This is an optimization exercise on Yosys and OpenROAD, whose aim is small area, a short achievable clock period and few clock cycles, not a production implementation.
The RTL was checked by simulation tests, not by an equivalence proof against the original design.
Power figures rest on the tool's default switching activity, not on a simulated workload.

== exp/willow ==
## SingleCycleCPU
module SingleCycleCPU(halt, clk, rst,
                      imem_addr, imem_data,
                      dmem_addr, dmem_size, dmem_wdata, dmem_we, dmem_rdata);
clock: 230.0 ns
lec_check: 0
cap_margin: 20
core_margin: 2
core_utilization: 40
slew_margin: 20
standard.sh (not shown) runs the stock make flow with config.mk's settings and CLKGATE_MAP_FILE= SYNTH_SCRIPT=/design/flow/synth_recipe.tcl, a recipe that flattens the netlist after the stock synthesis.
==> flow/flow/run.sh <==
#!/bin/bash
# Standard layout (standard.sh) with: abc mapping for area (flow/area.abc),
# buf_2 port buffers, clock tree with larger sink clusters and no dummy loads.
set -euo pipefail
here=$(pwd)
export MY_ABC_SCRIPT=$here/flow/area.abc
extra='"BUFFER_PORTS_ARGS=-buffer_cell sky130_fd_sc_hd__buf_2" "CTS_ARGS=-sink_clustering_enable -repair_clock_nets -dont_use_dummy_load -sink_clustering_size 24 -sink_clustering_max_diameter 120"'
sed -e "s#SYNTH_SCRIPT=[^ ]*#SYNTH_SCRIPT=$here/flow/synth.tcl#" \
    -e "s#\"\${@:-finish}\"#$extra \"\${@:-finish}\"#" standard.sh > std_a.sh
grep -q "SYNTH_SCRIPT=$here/flow/synth.tcl" std_a.sh
grep -q "dont_use_dummy_load" std_a.sh
bash std_a.sh finish > flow_make.log 2>&1
==> flow/flow/area.abc <==
&get -n
&st
&dch
&nf -R 1000
&put
==> flow/flow/synth.tcl <==
# The standard flow's synthesis script (synth_recipe.tcl), with abc run on flow/area.abc
proc synth {args} { yosys synth -nofsm -noshare {*}$args }
proc abc {args} {
  set i [lsearch -exact $args -script]
  if { $i >= 0 } { lset args [expr {$i + 1}] $::env(MY_ABC_SCRIPT) }
  yosys abc {*}$args
}
source $::env(SCRIPTS_DIR)/synth.tcl
# left out here: clear keep_hierarchy, flatten, clean up, hide names made inside functions, write 1_2_yosys.v
Testbench counts of exp/willow, summed over its fixed seeds: cycles 131,360.
Here is what was changed in the inputs of exp/indigo compared with exp/willow.
==> flow/flow/run.sh <==
#!/bin/bash
# Standard layout (standard.sh) with: abc mapping for area (flow/area.abc),
# buf_2 port buffers, clock tree with larger sink clusters and no dummy loads, 55% utilisation, 10% slew and cap margins,
# and from clock tree synthesis on, gate up-sizing aiming at the port-bound period.
set -euo pipefail
here=$(pwd)
export MY_ABC_SCRIPT=$here/flow/area.abc
extra='"BUFFER_PORTS_ARGS=-buffer_cell sky130_fd_sc_hd__buf_2" "CTS_ARGS=-sink_clustering_enable -repair_clock_nets -dont_use_dummy_load -sink_clustering_size 24 -sink_clustering_max_diameter 120" CORE_UTILIZATION=55 SLEW_MARGIN=10 CAP_MARGIN=10'
sed -e "s#SYNTH_SCRIPT=[^ ]*#SYNTH_SCRIPT=$here/flow/synth.tcl#" \
    -e "s#\"\${@:-finish}\"#$extra \"\${@:-finish}\"#" standard.sh > std_a.sh
sed -e "s#\"\${@:-finish}\"#SETUP_SLACK_MARGIN=182.6 SETUP_MOVE_SEQUENCE=sizeup \"\${@:-finish}\"#" std_a.sh > std_b.sh
grep -q "SYNTH_SCRIPT=$here/flow/synth.tcl" std_a.sh
grep -q "SETUP_MOVE_SEQUENCE=sizeup" std_b.sh
bash std_a.sh place > flow_make_a.log 2>&1
bash std_b.sh finish > flow_make_b.log 2>&1
Notes after the runs:
| exp/indigo | all stages done | FAIL | max-capacitance violations, max-slew violations |. Diff exp/willow -> exp/indigo: transition at the pin with the smallest max-transition slack picked up an extra 0.67 ns; worst hold slack lost 0.011 ns; final area lost 1.1%; internal power component lost 0.0020 mW. Compared with exp/willow, exp/indigo shows a lower routed wire length.
## Diff of input files: exp/xenon against exp/indigo
==> flow/flow/run.sh <==
#!/bin/bash
# Standard layout (standard.sh) with: abc mapping for area (flow/area.abc),
# buf_2 port buffers, clock tree with larger sink clusters and no dummy loads,
# and from clock tree synthesis on, gate up-sizing aiming at the port-bound period.
set -euo pipefail
here=$(pwd)
export MY_ABC_SCRIPT=$here/flow/area.abc
extra='"BUFFER_PORTS_ARGS=-buffer_cell sky130_fd_sc_hd__buf_2" "CTS_ARGS=-sink_clustering_enable -repair_clock_nets -dont_use_dummy_load -sink_clustering_size 24 -sink_clustering_max_diameter 120"'
sed -e "s#SYNTH_SCRIPT=[^ ]*#SYNTH_SCRIPT=$here/flow/synth.tcl#" \
    -e "s#\"\${@:-finish}\"#$extra \"\${@:-finish}\"#" standard.sh > std_a.sh
sed -e "s#\"\${@:-finish}\"#SETUP_SLACK_MARGIN=182.6 SETUP_MOVE_SEQUENCE=sizeup \"\${@:-finish}\"#" std_a.sh > std_b.sh
grep -q "SYNTH_SCRIPT=$here/flow/synth.tcl" std_a.sh
grep -q "SETUP_MOVE_SEQUENCE=sizeup" std_b.sh
bash std_a.sh place > flow_make_a.log 2>&1
bash std_b.sh finish > flow_make_b.log 2>&1
### Flow results
When exp/xenon is set beside exp/indigo, its area of the core turns out to be about 37% larger.
Via count of the first global-routing pass went down slightly going from exp/indigo to exp/xenon.
exp/indigo finished every stage; the final checks, however, were not passed, the failures being max-capacitance violations, max-slew violations.
exp/xenon completed; timing, DRC and antenna clean
Routed wire in exp/xenon totals more than in exp/indigo.
Relative to exp/xenon, the following input files were edited for exp/lagoon:
==> flow/flow/area.abc <==
&get -n
&st
&dch
&nf -R 1000
&st
&dch
&nf -R 1000
&put
==> comparison <==
Across exp/xenon and exp/lagoon, none had a timing, DRC or antenna violation.
exp/lagoon against exp/xenon: share of the cycle needed by the critical path after routing closely matched the old numbers, register-to-register slack went down 0.58 ns, half-perimeter wire length after detailed placement moved up, post-layout utilization of the core was more or less identical, combined area of the multi-input logic cells decreased by 0.91% relative to the old numbers.
exp/xenon -> exp/lagoon: final cell count decreased slightly
There was hardly any difference in worst setup skew after layout between exp/lagoon and exp/xenon.
Taking exp/xenon as the reference, in exp/lagoon sequential power neither gained nor lost much, met1 global-route usage picked up an extra 3.1 points.

port drivers added, routing unchanged:
Ports are ideal in the flow. The routed layouts listed here were re-timed in OpenROAD. Step 1: set_driving_cell puts a clkbuf_16 on clk and a buf_2 on each other input, an assumption about the parent block. Step 2, shift: input delay + t, output delay - t, t = (earliest + latest rising clock arrival at the registers) / 2. This alone moves slack from input paths to output paths. Slacks: no drivers / after step 1 / after step 2; pairs: no drivers / after step 1.
| run | shift t [ns] | slack for setup (ns) | latest minus earliest clock arrival (ns) | slew at the worst register clock pin (ns) | worst data-port slew with drivers (ns) |
|---|---|---|---|---|---|
| exp/willow | 0.794 | 182.263 / 182.176 / 182.026 | 0.138 / 0.138 | 0.12 / 0.12 | 0.08 |
| exp/indigo | 0.806 | 182.566 / 182.479 / 181.878 | 0.088 / 0.088 | 0.11 / 0.11 | 0.07 |
| exp/xenon | 0.797 | 182.618 / 182.529 / 182.065 | 0.141 / 0.141 | 0.12 / 0.12 | 0.08 |
| exp/lagoon | 0.809 | 182.553 / 182.471 / 181.919 | 0.142 / 0.142 | 0.11 / 0.11 | 0.04 |
For exp/indigo, which loses most, drivers alone change the setup slack by -0.087 ns; drivers and shift together by -0.688 ns.
